Context: an optimization exercise on an open-source flow, tuned for small area and a short achievable clock period. The choices shown serve that exercise and are no tape-out recipe.
Where RTL was checked, it was by simulation tests only, not by an equivalence proof against the original.

==> 10-23 <==
Design top, start of the top module:
module top #(parameter m = 7) (
    input clk,
    input signed [m-1:0] noise_in,
    output reg signed [2*m-1:0] filter_out
);
export LEC_CHECK = 0
export CAP_MARGIN = 20
export CORE_MARGIN = 2
export CORE_UTILIZATION = 60
export CTS_BUF_LIST = sky130_fd_sc_hd__clkbuf_4 sky130_fd_sc_hd__clkbuf_8
export SLEW_MARGIN = 20
export SYNTH_HIERARCHICAL = 1
create_clock -name core_clock -period 10.0 [get_ports {clk}]
standard.sh (not shown) runs the stock make flow with config.mk's settings and CLKGATE_MAP_FILE= SYNTH_SCRIPT=/design/flow/synth_recipe.tcl, a recipe that flattens the netlist after the stock synthesis.
==> flow/flow/run.sh <==
#!/bin/bash
# The standard ORFS layout, with one change: the port buffers are buf_4
# cells instead of the delay buffer that buffer_ports picks by default, which
# puts about half a nanosecond on every path from an input.
set -euo pipefail
export BUFFER_PORTS_ARGS="-buffer_cell sky130_fd_sc_hd__buf_4"
bash standard.sh finish > standard.log 2>&1
==> 11-16: changes against 10-23 <==
- CTS_BUF_LIST: sky130_fd_sc_hd__clkbuf_4 sky130_fd_sc_hd__clkbuf_8 -> sky130_fd_sc_hd__clkbuf_4
==> summary.md <==
| Metric | Value |
|---|---|
| Outcome | `finished clean` |
| NonClk Buf Share | `2.25%` |
| Fmax | `308 MHz` |
| CTS clk-pin slew, worst paths | `120 ps` |
| Final clock-cell share | `3.60%` |
| Final hold slack | `380 ps` |
| Skew-Pair Late Insertion Delay | `490 ps` |
| M3 GR Usage | `5.02%` |
| Seq area share | `34.9%` |
| Worst R2R Path Depth | `14` |
| Hold path endpoint | `d7[4]` |
That was 11-16.
==> summary.md <==
| Metric | Value |
|---|---|
| Outcome | `finished clean` |
| Final hold slack | `363 ps` |
| Final clock-cell share | `5.04%` |
| Hold path endpoint | `d7[6]` |
| M3 GR Usage | `4.78%` |
| Fmax | `300 MHz` |
That was 10-23.
No run of this note included a check of the RTL's function; only the layout flow was run.

==> 08-19 <==
top, a different RTL version from the one above (not shown whole).
Settings: LEC_CHECK=0, CAP_MARGIN=20, CORE_MARGIN=2, CORE_UTILIZATION=60, CTS_BUF_LIST=sky130_fd_sc_hd__clkbuf_4, SLEW_MARGIN=20, SYNTH_HIERARCHICAL=1; clock period 10.0 ns.
Scripts as last shown in full above: flow/flow/run.sh
==> 09-14 (differences from 08-19) <==
--- a/flow/design.v
+++ b/flow/design.v
@@ -114,20 +114,17 @@
     wire w13, w14, w15, w16, w17, w18, w19, w20, w21, w22, w23, w24;
     wire w25, w26, w27, w28, w29, w30, w31, w32, w33, w34, w35, w36;
     wire w37, w38, w39, w40, w41, w42, w43, w44, w45, w46, w47, w48;
     wire w49, w50, w51, w52, w53, w54, w55, w56, w57, w58, w59, w60;
     wire w61, w62, w63, w64, w65, w66, w67, w68, w69, w70, w71, w72;
     wire w73, w74, w75, w76, w77, w78, w79, w80, w81, w82, w83, w84;
     wire w85, w86, w87, w88, w89, w90, w91, w92, w93, w94, w95, w96;
     wire w97, w98, w99, w100, w101, w102, w103, w104, w105, w106, w107, w108;
-    wire w109, w110, w111, w112, w113, w114, w115, w116, w117, w118, w119, w120;
-    wire w121, w122, w123, w124, w125, w126, w127, w128, w129, w130, w131, w132;
-    wire w133, w134, w135, w136, w137, w138, w139, w140, w141, w142, w143, w144;
-    wire w145, w146, w147, w148;
+    wire w109, w110, w111, w112, w113, w125, w127, w128, w130, w131, w133;
     g_xor2 i1 (xr[2], xr[0], w1);
     g_xor2 i2 (pb[2], w1, w2);
     g_nand2 i3 (xr[2], xr[0], w3);
     g_nor2 i4 (xr[2], xr[0], w4);
     g_inv i5 (pb[2], w5);
     g_o21ai i6 (w5, w4, w3, w6);
     g_xor2 i7 (xr[3], xr[1], w7);
     g_xor2 i8 (pb[3], w7, w8);
@@ -198,98 +195,69 @@
     g_o21ai i73 (w55, w51, w54, w73);
     g_nor2 i74 (w55, w52, w74);
     g_inv i75 (w58, w75);
     g_o21ai i76 (w75, w54, w57, w76);
     g_nand2b i77 (w55, w58, w77);
     g_inv i78 (w61, w78);
     g_o21ai i79 (w78, w57, w60, w79);
     g_nand2 i80 (w61, w58, w80);
-    g_nand2b i81 (w60, pb[10], w81);
-    g_nand2 i82 (pb[10], w61, w82);
-    g_nand2 i83 (pb[11], pb[10], w83);
-    g_nand2 i84 (pb[12], pb[11], w84);
-    g_nand2 i85 (pb[13], pb[12], w85);
-    g_o21ai i86 (w65, w36, w64, w86);
-    g_inv i87 (w63, w87);
-    g_o21ai i88 (w66, w87, w42, w88);
-    g_inv i89 (w64, w89);
-    g_a21oi i90 (w68, w89, w67, w90);
-    g_nand2b i91 (w65, w68, w91);
-    g_inv i92 (w42, w92);
-    g_a21oi i93 (w70, w92, w69, w93);
-    g_nand2b i94 (w66, w70, w94);
-    g_a21oi i95 (w72, w67, w71, w95);
-    g_nand2 i96 (w72, w68, w96);
-    g_a21oi i97 (w74, w69, w73, w97);
-    g_nand2 i98 (w74, w70, w98);
-    g_inv i99 (w77, w99);
-    g_a21oi i100 (w99, w71, w76, w100);
-    g_nand2b i101 (w77, w72, w101);
-    g_inv i102 (w80, w102);
-    g_a21oi i103 (w102, w73, w79, w103);
-    g_nand2b i104 (w80, w74, w104);
-    g_inv i105 (w82, w105);
-    g_inv i106 (w81, w106);
-    g_a21oi i107 (w105, w76, w106, w107);
-    g_nor2 i108 (w82, w77, w108);
-    g_nand2b i109 (w83, w79, w109);
-    g_nor2 i110 (w83, w80, w110);
-    g_nor2 i111 (w84, w81, w111);
-    g_nor2 i112 (w84, w82, w112);
-    g_nor2 i113 (w85, w83, w113);
-    g_o21ai i114 (w91, w36, w90, w114);
-    g_inv i115 (w63, w115);
-    g_o21ai i116 (w94, w115, w93, w116);
-    g_inv i117 (w86, w117);
-    g_o21ai i118 (w96, w117, w95, w118);
-    g_inv i119 (w88, w119);
-    g_o21ai i120 (w98, w119, w97, w120);
-    g_o21ai i121 (w101, w90, w100, w121);
-    g_nor2 i122 (w101, w91, w122);
-    g_o21ai i123 (w104, w93, w103, w123);
-    g_nor2 i124 (w104, w94, w124);
-    g_inv i125 (w108, w125);
-    g_o21ai i126 (w125, w95, w107, w126);
-    g_nand2b i127 (w96, w108, w127);
-    g_inv i128 (w110, w128);
-    g_o21ai i129 (w128, w97, w109, w129);
-    g_nand2b i130 (w98, w110, w130);
-    g_inv i131 (w112, w131);
-    g_inv i132 (w111, w132);
-    g_o21ai i133 (w131, w100, w132, w133);
-    g_nand2b i134 (w101, w112, w134);
-    g_nand2b i135 (w103, w113, w135);
-    g_nand2b i136 (w104, w113, w136);
-    g_inv i137 (w36, w137);
-    g_a21oi i138 (w122, w137, w121, w138);
-    g_a21oi i139 (w124, w63, w123, w139);
-    g_inv i140 (w127, w140);
-    g_a21oi i141 (w140, w86, w126, w141);
-    g_inv i142 (w130, w142);
-    g_a21oi i143 (w142, w88, w129, w143);
-    g_inv i144 (w134, w144);
-    g_a21oi i145 (w144, w114, w133, w145);
-    g_inv i146 (w136, w146);
-    g_inv i147 (w135, w147);
-    g_a21oi i148 (w146, w116, w147, w148);
-    g_xor2 i149 (w38, 1'b0, y[0]);
-    g_xnor2 i150 (w41, w36, y[1]);
-    g_xor2 i151 (w2, w63, y[2]);
-    g_xor2 i152 (w44, w86, y[3]);
-    g_xor2 i153 (w47, w88, y[4]);
-    g_xor2 i154 (w50, w114, y[5]);
-    g_xor2 i155 (w53, w116, y[6]);
-    g_xor2 i156 (w56, w118, y[7]);
-    g_xor2 i157 (w59, w120, y[8]);
-    g_xnor2 i158 (w62, w138, y[9]);
-    g_xnor2 i159 (pb[10], w139, y[10]);
-    g_xnor2 i160 (pb[11], w141, y[11]);
-    g_xnor2 i161 (pb[12], w143, y[12]);
-    g_xnor2 i162 (pb[13], w145, y[13]);
+    g_o21ai i81 (w65, w36, w64, w81);
+    g_inv i82 (w63, w82);
+    g_o21ai i83 (w66, w82, w42, w83);
+    g_inv i84 (w64, w84);
+    g_a21oi i85 (w68, w84, w67, w85);
+    g_nand2b i86 (w65, w68, w86);
+    g_inv i87 (w42, w87);
+    g_a21oi i88 (w70, w87, w69, w88);
+    g_nand2b i89 (w66, w70, w89);
+    g_a21oi i90 (w72, w67, w71, w90);
+    g_nand2 i91 (w72, w68, w91);
+    g_a21oi i92 (w74, w69, w73, w92);
+    g_nand2 i93 (w74, w70, w93);
+    g_inv i94 (w77, w94);
+    g_a21oi i95 (w94, w71, w76, w95);
+    g_nand2b i96 (w77, w72, w96);
+    g_inv i97 (w80, w97);
+    g_a21oi i98 (w97, w73, w79, w98);
+    g_nand2b i99 (w80, w74, w99);
+    g_o21ai i100 (w86, w36, w85, w100);
+    g_inv i101 (w63, w101);
+    g_o21ai i102 (w89, w101, w88, w102);
+    g_inv i103 (w81, w103);
+    g_o21ai i104 (w91, w103, w90, w104);
+    g_inv i105 (w83, w105);
+    g_o21ai i106 (w93, w105, w92, w106);
+    g_o21ai i107 (w96, w85, w95, w107);
+    g_nor2 i108 (w96, w86, w108);
+    g_o21ai i109 (w99, w88, w98, w109);
+    g_nor2 i110 (w99, w89, w110);
+    g_inv i111 (w36, w111);
+    g_a21oi i112 (w108, w111, w107, w112);
+    g_a21oi i113 (w110, w63, w109, w113);
+    g_xor2 i114 (w38, 1'b0, y[0]);
+    g_xnor2 i115 (w41, w36, y[1]);
+    g_xor2 i116 (w2, w63, y[2]);
+    g_xor2 i117 (w44, w81, y[3]);
+    g_xor2 i118 (w47, w83, y[4]);
+    g_xor2 i119 (w50, w100, y[5]);
+    g_xor2 i120 (w53, w102, y[6]);
+    g_xor2 i121 (w56, w104, y[7]);
+    g_xor2 i122 (w59, w106, y[8]);
+    g_xnor2 i123 (w62, w112, y[9]);
+    g_xnor2 i124 (pb[10], w113, y[10]);
+    g_nand2b i125 (w113, pb[10], w125);
+    g_xnor2 i126 (pb[11], w125, y[11]);
+    g_nand2 i127 (pb[10], pb[11], w127);
+    g_nor2 i128 (w113, w127, w128);
+    g_xor2 i129 (pb[12], w128, y[12]);
+    g_nand2b i130 (w127, pb[12], w130);
+    g_nor2 i131 (w113, w130, w131);
+    g_xor2 i132 (pb[13], w131, y[13]);
+    g_nand2b i133 (w130, pb[13], w133);
 endmodule
 module top #(parameter m = 7) (
     input clk,
     input signed [m-1:0] noise_in,
     output reg signed [2*m-1:0] filter_out
 );
     reg [6:0] d0, d1, d2, d3, d4, d5, d6, d7;
     reg [13:0] s2;
==> 10-27 (differences from 08-19) <==
==> flow/flow/run.sh (replaced) <==
#!/bin/bash
# The standard ORFS layout, with one change: the port buffers are buf_4
# cells instead of the delay buffer that buffer_ports picks by default, which
# puts about half a nanosecond on every path from an input.
set -euo pipefail
export BUFFER_PORTS_ARGS="-buffer_cell sky130_fd_sc_hd__buf_4"
export SETUP_SLACK_MARGIN=7.1
export SETUP_MOVE_SEQUENCE=sizeup,swap
bash standard.sh finish > standard.log 2>&1
==> run summary <==
                                                                            08-19           09-14           10-27
Adder-cell share of the synthesized area                                    42.9%           43.6%           42.9%
Post-synthesis area per instance                                         13.0 um2        13.4 um2        13.0 um2
WP data required                                                         10.42 ns        10.42 ns        10.46 ns
Met3 routed wirelength                                                     343 um          325 um          382 um
Run status                                               timing/DRC/antenna clean  timing/DRC/antenna clean  timing/DRC/antenna clean
Stages on the worst setup path                                                  9              10               9
Global-route wire length before repair                                   18500 um        18000 um        18900 um
Crit Reg-Reg Endpoint                                              filter_out[13]  filter_out[11]           c2[6]
Die area                                                               0.0119 mm2      0.0117 mm2      0.0119 mm2
R2R cell count                                                                 14              14               5
Design area                                                           0.00725 mm2     0.00718 mm2     0.00793 mm2
Min Clock Period, post-route                                              3.17 ns         3.28 ns         3.01 ns
Die Width                                                                  109 um          108 um          109 um
Startpoint of the worst-slack reg-to-reg timing path                        s1[1]           s1[1]           d2[1]
Via count                                                                    3436            3416            3583
Combined area of the multi-input logic cells                          0.00394 mm2     0.00386 mm2     0.00441 mm2
Worst-path clk slew                                                       0.11 ns         0.10 ns         0.09 ns
Worst-case setup slack after placement                                    6.36 ns         6.25 ns         6.40 ns
Share of the synthesized netlist area taken by xor and xnor gates           6.48%           6.60%           6.48%
Total number of multi-input combinational cells                               332             318             332
GRT Overall Usage                                                           21.7%           21.5%           22.4%
Placed wire-length estimate                                               9010 um         8830 um         9330 um
Last element of the critical path                                  filter_out[13]  filter_out[11]  filter_out[13]
Area share of and/or/nand/nor cells after synthesis                         4.50%           4.06%           4.50%
Only the layout flow was run in 09-14; the RTL was not checked for function there.

-- afterwards: timing with drivers on the ports --
In the flow no input, the clock included, has a driving cell. The finished layouts below were timed again as built, in two steps. Step 1 (the two cells are an assumption about what drives the block):
set clk [get_ports {clk}]
set_driving_cell -lib_cell sky130_fd_sc_hd__clkbuf_16 $clk
set_driving_cell -lib_cell sky130_fd_sc_hd__buf_2 [delete_from_list [all_inputs] $clk]
Step 2 adds t to the input delays and takes it off the output delays; t is the mean of the earliest and latest rising clock arrival at the registers after step 1. Input paths then give back, and output paths get back, about the clock's delay inside the block. Three values: ideal, step 1, step 2; two values: the first two.
| run | shift t [ns] | setup WS [ns] | worst data-port slew with drivers (ns) | pins driven straight from the clock port |
|---|---|---|---|---|
| 10-23 | 0.449 | 6.665 / 6.679 / 6.230 | 0.03 | 1 |
| 11-16 | 0.515 | 6.752 / 6.766 / 6.251 | 0.03 | 1 |
| 08-19 | 0.558 | 6.830 / 6.837 / 6.279 | 0.03 | 1 |
| 09-14 | 0.556 | 6.722 / 6.729 / 6.173 | 0.03 | 1 |
| 10-27 | 0.555 | 6.994 / 6.977 / 6.421 | 0.06 | 1 |
After both steps setup and hold are still met in every run listed. The setup slack of 10-27, which loses most, moves by -0.017 ns with the drivers and by -0.573 ns with both steps.
